Context: an optimization exercise on an open-source flow, tuned for small area, a short achievable clock period and few clock cycles per item. The choices shown serve that exercise and are no tape-out recipe. No driver is modelled on the clock port, so clock power and skew are understated where the tree is cut down; a real chip needs a root buffer or a tree. Power figures rest on the tool's default switching activity, not on a simulated workload.

==> module full_hash, before the edit <==
module full_hash (
    input wire clk
    ,input wire rst_n
    ,input wire start
    ,input wire [7:0] Byte
    ,input wire End_of_File
    ,input wire F_dr
    ,output wire [0:31] R_h
    ,output wire F_rtr
    ,output wire H_ready
);
    reg  [31:4] g;         
    reg  [3:0]  x_row;     
    reg  [3:0]  x_hi;      
    reg  [3:0]  x_lo;      
    reg  [3:0]  s;         
    reg         v1;        
    reg         v2;        
    reg  [15:0] R_c;       
    reg         eof1;      
    reg         fin;       
    reg         fin2;      
    reg         done;      
    reg         restart;   
    reg         rdy;       
    wire        xfer = F_dr & rdy;
    wire        hi_zero = (R_c[15:8] == 8'd0);
    wire        start_now = start & hi_zero & (R_c[7:0] == 8'd0);
    wire [5:0]  m6_out;
    wire [5:0]  c6_lo, c6_hi;
    wire [3:0]  s_out;
    M6 modulo_m6 (.a(Byte), .b(m6_out));
    C6 modulo_c6_lo (.C6_in(R_c[7:0]), .C6_out(c6_lo));
    C6 modulo_c6_hi (.C6_in(R_c[15:8]), .C6_out(c6_hi));
    wire [5:0]  x = F_dr ? m6_out : eof1 ? c6_hi : c6_lo;
    sbox modulo_sbox (.row_oh(x_row), .col_hi(x_hi), .col_lo(x_lo), .out(s_out));
    wire sp01, sp02, sp03, sp12, sp13, sp23;
    assign sp01 = s[0] ^ s[1];
    assign sp02 = s[0] ^ s[2];
    assign sp03 = s[0] ^ s[3];
    assign sp12 = s[1] ^ s[2];
    assign sp13 = s[1] ^ s[3];
    assign sp23 = s[2] ^ s[3];
    wire [31:4] f;
    assign f[4] = g[26] ^ s[3];
    assign f[5] = g[27] ^ s[0];
    assign f[6] = g[24] ^ s[1];
    assign f[7] = ~(g[25] ^ s[2]);
    assign f[8] = g[31] ^ s[0];
    assign f[9] = g[28] ^ s[1];
    assign f[10] = ~(g[29] ^ s[2]);
    assign f[11] = g[30] ^ s[3];
    assign f[12] = g[5] ^ sp01;
    assign f[13] = ~(g[6] ^ sp12);
    assign f[14] = g[7] ^ sp23;
    assign f[15] = g[4] ^ sp03;
    assign f[16] = g[10] ^ sp01;
    assign f[17] = ~(g[11] ^ sp12);
    assign f[18] = g[8] ^ sp23;
    assign f[19] = g[9] ^ sp03;
    assign f[20] = g[15] ^ sp02;
    assign f[21] = ~(g[12] ^ sp13);
    assign f[22] = ~(g[13] ^ sp02);
    assign f[23] = g[14] ^ sp13;
    assign f[24] = g[16] ^ sp02;
    assign f[25] = g[17] ^ sp13;
    assign f[26] = g[18] ^ sp02;
    assign f[27] = g[19] ^ sp13;
    assign f[28] = ~(g[21] ^ sp03);
    assign f[29] = ~(g[22] ^ sp01);
    assign f[30] = g[23] ^ sp12;
    assign f[31] = g[20] ^ sp23;
    wire        fin_short = fin & hi_zero;
    wire        done_next = ~start_now & (done | fin_short | fin2);
    wire [31:4] g_fold = g ^ {20'd0, s & {4{fin2}} | {2'b00, fin_short, 1'b0}, s & {4{fin}}};
    always_ff @(posedge clk) begin
        x_row <= 4'b0001 << {x[5], x[0]};
        x_hi  <= 4'b0001 << x[4:3];
        x_lo  <= 4'b0001 << x[2:1];
        s <= s_out;
    end
    always_ff @(posedge clk or negedge rst_n)
        if (!rst_n) begin
            v1   <= 1'b0;
            v2   <= 1'b0;
            R_c  <= 16'd0;
            eof1 <= 1'b0;
            fin  <= 1'b0;
            fin2 <= 1'b0;
            done <= 1'b0;
            restart <= 1'b0;
        end else begin
            v1   <= xfer;
            v2   <= v1 & ~start_now;
            if (xfer)
                R_c <= R_c + 16'd1;
            eof1 <= End_of_File & ~(eof1 | fin | fin2 | done);
            fin  <= eof1;
            fin2 <= fin & ~hi_zero;
            done <= done_next;
            restart <= start_now;
        end
    always_ff @(posedge clk)
        g <= (~rst_n | restart) ? 28'h10DC3AF : v2 ? f : g_fold;
    always_ff @(posedge clk)
        rdy <= ~rst_n | ~done_next;
    assign F_rtr = rdy;
    assign H_ready = done;
    assign R_h[3] = g[4];
    assign R_h[2] = g[5];
    assign R_h[1] = g[6];
    assign R_h[0] = g[7];
    assign R_h[7] = g[8];
    assign R_h[6] = g[9];
    assign R_h[5] = g[10];
    assign R_h[4] = g[11];
    assign R_h[11] = g[15];
    assign R_h[10] = g[12];
    assign R_h[9] = g[13];
    assign R_h[8] = g[14];
    assign R_h[15] = g[19];
    assign R_h[14] = g[16];
    assign R_h[13] = g[17];
    assign R_h[12] = g[18];
    assign R_h[19] = g[22];
    assign R_h[18] = g[23];
    assign R_h[17] = g[20];
    assign R_h[16] = g[21];
    assign R_h[23] = g[26];
    assign R_h[22] = g[27];
    assign R_h[21] = g[24];
    assign R_h[20] = g[25];
    assign R_h[27] = g[29];
    assign R_h[26] = g[30];
    assign R_h[25] = g[31];
    assign R_h[24] = g[28];
    assign R_h[31] = ~g[5];
    assign R_h[30] = g[6];
    assign R_h[29] = g[7];
    assign R_h[28] = g[4];
endmodule
export LEC_CHECK = 0
export CAP_MARGIN = 20
export CORE_MARGIN = 2
export CORE_UTILIZATION = 40
export PLACE_DENSITY = 0.6
export SETUP_SLACK_MARGIN = 3.1
export SLEW_MARGIN = 20
create_clock -name core_clock -period 5.0 [get_ports {clk}]
standard.sh (not shown) runs the stock make flow with config.mk's settings and CLKGATE_MAP_FILE= SYNTH_SCRIPT=/design/flow/synth_recipe.tcl, a recipe that flattens the netlist after the stock synthesis.
==> flow/flow/run.sh <==
#!/bin/bash
# Standard ORFS layout with two changes:
#  - the port buffers are buf_2 cells instead of the cell buffer_ports picks by
#    default (a slow delay buffer);
#  - after CTS, the clock tree is rebuilt with one level of buffers
#    (flow/post_cts.tcl): the clock port drives 3 clkbuf_16 cells, each
#    driving the registers of one slice of the core.
set -euo pipefail
export BUFFER_PORTS_ARGS="-buffer_cell sky130_fd_sc_hd__buf_2"
export POST_CTS_TCL="$PWD/flow/post_cts.tcl"
bash standard.sh > make.log 2>&1
Other scripts of this flow, unchanged in this note and not shown: flow/flow/post_cts.tcl
Rerun with:
--- a/flow/design.v
+++ b/flow/design.v
@@ -121,14 +121,15 @@
     reg         restart;   
     reg         rdy;       
     wire        xfer = F_dr & rdy;
-    wire        hi_zero = (R_c[15:8] == 8'd0);
-    wire        start_now = start & hi_zero & (R_c[7:0] == 8'd0);
+    wire [15:0] count = R_c + {15'd0, v1};
+    wire        hi_zero = (count[15:8] == 8'd0);
+    wire        start_now = start & hi_zero & (count[7:0] == 8'd0);
     wire [5:0]  m6_out;
     wire [5:0]  c6_lo, c6_hi;
     wire [3:0]  s_out;
     M6 modulo_m6 (.a(Byte), .b(m6_out));
-    C6 modulo_c6_lo (.C6_in(R_c[7:0]), .C6_out(c6_lo));
-    C6 modulo_c6_hi (.C6_in(R_c[15:8]), .C6_out(c6_hi));
+    C6 modulo_c6_lo (.C6_in(count[7:0]), .C6_out(c6_lo));
+    C6 modulo_c6_hi (.C6_in(count[15:8]), .C6_out(c6_hi));
     wire [5:0]  x = F_dr ? m6_out : eof1 ? c6_hi : c6_lo;
     sbox modulo_sbox (.row_oh(x_row), .col_hi(x_hi), .col_lo(x_lo), .out(s_out));
     wire sp01, sp02, sp03, sp12, sp13, sp23;
@@ -189,8 +190,7 @@
         end else begin
             v1   <= xfer;
             v2   <= v1 & ~start_now;
-            if (xfer)
-                R_c <= R_c + 16'd1;
+            R_c  <= count;
             eof1 <= End_of_File & ~(eof1 | fin | fin2 | done);
             fin  <= eof1;
             fin2 <= fin & ~hi_zero;
Effect:
- setup slack got worse by 290 ps
- die area went up by 0.30%
- via count went up by 13%
- wire length went up by 14%
- utilization went up by 4.4 points
- cell count went up by 11%
- maximum frequency went down by 13%
- clock power went down by about 2%
- global-route usage went up by 1.8 points
No run of this note included a check of the RTL's function; only the layout flow was run. No run of this note takes its clock network from TritonCTS; it comes from the design's own scripts or RTL.

afterwards: timing with drivers on the ports:
In the flow no input, the clock included, has a driving cell. The finished layouts below were timed again as built, in two steps. Step 1 (the two cells are an assumption about what drives the block):
set clk [get_ports {clk}]
set_driving_cell -lib_cell sky130_fd_sc_hd__clkbuf_16 $clk
set_driving_cell -lib_cell sky130_fd_sc_hd__buf_2 [delete_from_list [all_inputs] $clk]
Step 2 also shifts input and output timing later by t, the mid clock arrival at the registers, as if the neighbouring blocks saw the same clock. a / b / c = ideal ports / drivers / drivers and shift; a / b = the first two.
run	shift t [ns]	setup slack, ns	worst setup path at the end
the first run	0.214	3.159 / 3.168 / 2.954	input to register
the second run	0.211	2.873 / 2.873 / 2.744	input to register
After both steps setup and hold are still met in every run listed. The setup slack of the first run, which loses most, moves by +0.009 ns with the drivers and by -0.205 ns with both steps.
